From an optimization exercise on the open Yosys and OpenROAD flow, aimed at small area; shortcuts taken in it are not production practice. In this exercise RTL edits were held to simulation tests only and were not proved equivalent to the original. No activity file was given, so power comes from the tool's default toggle rates.

==> flow/design.v (excerpt) <==
module TamaguchiUpdateNewPro(
    input boton_jugar,
    input boton_alimentar,
    input sensor_luz,
    input boton_curar,
    input echo,
    input rst_neg,
    input clk,
    input boton_acelerar,
    output trigger,
    output [6:0] segment,
    output [1:0] anodos,
    output rs,
    output rw,
    output enable,
    output [7:0] data,
    output prb
);
For scale: about 760 cells after synthesis, roughly 30 I/O pins, about 5300 sq um of cells after synthesis.
clock: 10.0 ns
lec_check: 0
cap_margin: 20
core_margin: 2
core_utilization: 40
place_density: 0.6
slew_margin: 20
standard.sh (not shown) runs the stock make flow with config.mk's settings and CLKGATE_MAP_FILE= SYNTH_SCRIPT=/design/flow/synth_recipe.tcl, a recipe that flattens the netlist after the stock synthesis.
==> flow/flow/run.sh <==
#!/bin/bash
# Own flow: the standard layout, with three changes:
#  - synthesis maps the logic with an area-oriented ABC script (flow/area.abc)
#    instead of ORFS's abc script; everything before ABC (and so every register,
#    its name and cell) is the standard synthesis;
#  - port buffers are buf_1 (every input and output still gets one);
#  - CTS builds the clock tree from clkbuf_8 and adds no dummy loads.
set -euo pipefail
work=$PWD
export MY_ABC_SCRIPT=$work/flow/area.abc
export FLOW_WORK=$work
sed -e "s#SYNTH_SCRIPT=[^ ]*#SYNTH_SCRIPT=$work/flow/synth.tcl#" standard.sh > $work/synth_std.sh
sed -e "s#\"\${@:-finish}\"#'BUFFER_PORTS_ARGS=-buffer_cell sky130_fd_sc_hd__buf_1' 'CTS_ARGS=-sink_clustering_enable -repair_clock_nets -dont_use_dummy_load -buf_list sky130_fd_sc_hd__clkbuf_8' \"\${@:-finish}\"#" standard.sh > $work/layout_std.sh
bash $work/synth_std.sh synth > $work/synth.log 2>&1
bash $work/layout_std.sh > $work/layout.log 2>&1
==> flow/flow/area.abc <==
strash
dc2
&get -n
&deepsyn -T 180
&put
dch -f
map -a
==> flow/flow/synth.tcl <==
# synth_recipe.tcl with one change: ABC runs flow/area.abc in place of the
# script ORFS passes it. The other ABC arguments (liberty, dont_use, constraints)
# are kept.
proc abc {args} {
  set i [lsearch $args -script]
  if {$i >= 0} { set args [lreplace $args [expr {$i+1}] [expr {$i+1}] $::env(MY_ABC_SCRIPT)] }
  yosys abc {*}$args
}
source $::env(FLOW_WORK)/synth_recipe.tcl
The starting point completed without violations.
Next try:
==> flow/flow/area.abc (replaced) <==
strash
dc2
&get -n
&deepsyn -T 300
&put
strash
&get -n
&dch -f
&nf -R 1000
&put
- CORE_UTILIZATION: 40 -> 65
- PLACE_DENSITY: 0.6 -> 0.75
- The changed run completed with no timing, DRC or antenna violations
- die area shrinks by 38%
- count of clock-buffer cells in the layout is unchanged
- area after synthesis shrinks by 1.0%
- register-to-register slack is better by 0.35 ns
- hold slack is better by 0.053 ns


the previous run:
TamaguchiUpdateNewPro, a different RTL version from the one above (not shown whole).
Size in the first run: ~80 flip-flops, roughly 5100 sq um of cells after synthesis.
export LEC_CHECK = 0
export CAP_MARGIN = 20
export CORE_MARGIN = 2
export CORE_UTILIZATION = 65
export PLACE_DENSITY = 0.75
export SLEW_MARGIN = 20
create_clock -name core_clock -period 10.0 [get_ports {clk}]
==> flow/flow/area.abc <==
strash
dc2
&get -n
&deepsyn -T 900
&put
strash
&get -n
&dch -f
&nf -R 1000
&put
Scripts as last shown in full above: flow/flow/run.sh, flow/flow/synth.tcl
What the current run does differently from the previous run at the input level:
==> flow/flow/area.abc <==
strash
dc2
&get -n
&deepsyn -T 600
&put
strash
&get -n
&dch -f
&nf -R 1000
&put
--- outcome ---
The current run completed every stage of the flow, and the final layout passed the timing, design-rule and antenna checks. Delta (the current run minus the previous run): simple-gate share of the synthesized area now sits at about the same level; proportion of power drawn by combinational gates now sits at about the same level; area of placed instances now sits at about the same level. Per the comparison of the current run with the previous run, critical path depth in cells shows no meaningful change; power about even. Comparing the previous run against the current run, there is no change at all in cell count after synthesis. Between the current run and the previous run, the final instance count without filler cells figures differ only marginally.


TamaguchiUpdateNewPro, a different RTL version from the one above (not shown whole).
Size: about 650 cells after synthesis, ~0.0051 mm2 of cells after synthesis.
export LEC_CHECK = 0
export CAP_MARGIN = 20
export CORE_MARGIN = 2
export CORE_UTILIZATION = 65
export PLACE_DENSITY = 0.75
export SLEW_MARGIN = 20
create_clock -name core_clock -period 10.0 [get_ports {clk}]
==> flow/flow/run.sh <==
#!/bin/bash
# Own flow: the standard layout, with three changes:
#  - synthesis maps the logic with an area-oriented ABC script (flow/area.abc)
#    instead of ORFS's abc script; everything before ABC (and so every register,
#    its name and cell) is the standard synthesis;
#  - port buffers are buf_1 (every input and output still gets one);
#  - CTS builds the clock tree from clkbuf_8 and adds no dummy loads.
set -euo pipefail
work=$PWD
export MY_ABC_SCRIPT=$work/flow/area.abc
export FLOW_WORK=$work
sed -e "s#SYNTH_SCRIPT=[^ ]*#SYNTH_SCRIPT=$work/flow/synth.tcl#" standard.sh > $work/synth_std.sh
sed -e "s#\"\${@:-finish}\"#'BUFFER_PORTS_ARGS=-buffer_cell sky130_fd_sc_hd__buf_1' 'CTS_ARGS=-sink_clustering_enable -repair_clock_nets -dont_use_dummy_load -sink_clustering_size 16 -sink_clustering_max_diameter 200 -buf_list sky130_fd_sc_hd__clkbuf_8' \"\${@:-finish}\"#" standard.sh > $work/layout_std.sh
bash $work/synth_std.sh synth > $work/synth.log 2>&1
bash $work/layout_std.sh > $work/layout.log 2>&1
==> flow/flow/area.abc <==
strash
dc2
&get -n
&deepsyn -T 300
&put
strash
&get -n
&dch -f
&nf -R 1000
&put
Scripts as last shown in full above: flow/flow/synth.tcl
Then changed:
--- a/flow/flow/run.sh
+++ b/flow/flow/run.sh
@@ -12,3 +12,3 @@
 sed -e "s#SYNTH_SCRIPT=[^ ]*#SYNTH_SCRIPT=$work/flow/synth.tcl#" standard.sh > $work/synth_std.sh
-sed -e "s#\"\${@:-finish}\"#'BUFFER_PORTS_ARGS=-buffer_cell sky130_fd_sc_hd__buf_1' 'CTS_ARGS=-sink_clustering_enable -repair_clock_nets -dont_use_dummy_load -sink_clustering_size 16 -sink_clustering_max_diameter 200 -buf_list sky130_fd_sc_hd__clkbuf_8' \"\${@:-finish}\"#" standard.sh > $work/layout_std.sh
+sed -e "s#\"\${@:-finish}\"#'BUFFER_PORTS_ARGS=-buffer_cell sky130_fd_sc_hd__buf_1' 'CTS_ARGS=-sink_clustering_enable -repair_clock_nets -dont_use_dummy_load -sink_clustering_size 25 -sink_clustering_max_diameter 200 -buf_list sky130_fd_sc_hd__clkbuf_8' \"\${@:-finish}\"#" standard.sh > $work/layout_std.sh
 bash $work/synth_std.sh synth > $work/synth.log 2>&1
After rerunning: Maximum frequency is unchanged. Cell area does not change. Sequential power is about the same. Synthesized cell count does not change. Routed wire length is unchanged. Hold slack does not change. Via count stays the same. Global-route usage is unchanged. Cell count stays the same. Worst setup slack does not change. First-iteration DRC count is unchanged.
Then changed:
--- a/flow/flow/run.sh
+++ b/flow/flow/run.sh
@@ -12,3 +12,3 @@
 sed -e "s#SYNTH_SCRIPT=[^ ]*#SYNTH_SCRIPT=$work/flow/synth.tcl#" standard.sh > $work/synth_std.sh
-sed -e "s#\"\${@:-finish}\"#'BUFFER_PORTS_ARGS=-buffer_cell sky130_fd_sc_hd__buf_1' 'CTS_ARGS=-sink_clustering_enable -repair_clock_nets -dont_use_dummy_load -sink_clustering_size 25 -sink_clustering_max_diameter 200 -buf_list sky130_fd_sc_hd__clkbuf_8' \"\${@:-finish}\"#" standard.sh > $work/layout_std.sh
+sed -e "s#\"\${@:-finish}\"#'BUFFER_PORTS_ARGS=-buffer_cell sky130_fd_sc_hd__buf_1' 'CTS_ARGS=-sink_clustering_enable -repair_clock_nets -dont_use_dummy_load -buf_list sky130_fd_sc_hd__clkbuf_8' \"\${@:-finish}\"#" standard.sh > $work/layout_std.sh
 bash $work/synth_std.sh synth > $work/synth.log 2>&1
==> flow/flow/area.abc (replaced) <==
strash
dc2
&get -n
&deepsyn -T 300
&put
dch -f
map -a
The changed run finished clean. Sequential power stays flat. Worst hold slack loses 45 ps. Core utilization goes up by 0.51 points. Power goes up by 1.7%. Final area goes up by 1.2%. Non-clock buffer count goes down by 1. Die area goes up by 1.4%.
Then changed:
==> flow/flow/area.abc (replaced) <==
strash
dc2
&get -n
&deepsyn -T 300
&put
strash
&get -n
&dch -f
&nf -R 1000
&put
After rerunning: The changed run produced a clean layout; synthesized area decreases slightly; setup slack gets better by 130 ps; via count decreases by a few percent; die area decreases slightly.

## what the ideal ports hide
No port has a modelled driver above. Below, the same layouts with a new extraction and two added sets of constraints.
Step 1: set_driving_cell puts a clkbuf_16 on clk and a buf_2 on each other input, an assumption about the parent block.
Step 2 also shifts input and output timing later by t, the mid clock arrival at the registers, as if the neighbouring blocks saw the same clock.
Slacks: ideal / step 1 / step 2; pairs: ideal / step 1.
run	shift t [ns]	setup WS [ns]	pins driven straight from the clock port
the first run of note 1	0.382	3.406 / 3.371 / 3.753	1
the second run of note 1	0.381	3.068 / 3.039 / 3.419	1
the previous run	0.368	3.113 / 3.082 / 3.450	1
the current run	0.368	3.113 / 3.082 / 3.450	1
the first run of note 3	0.371	3.341 / 3.303 / 3.675	1
the second run of note 3	0.371	3.341 / 3.303 / 3.675	1
the third run of note 3	0.386	3.206 / 3.168 / 3.554	1
the fourth run of note 3	0.371	3.341 / 3.303 / 3.675	1
After both steps every run listed still meets setup and hold.
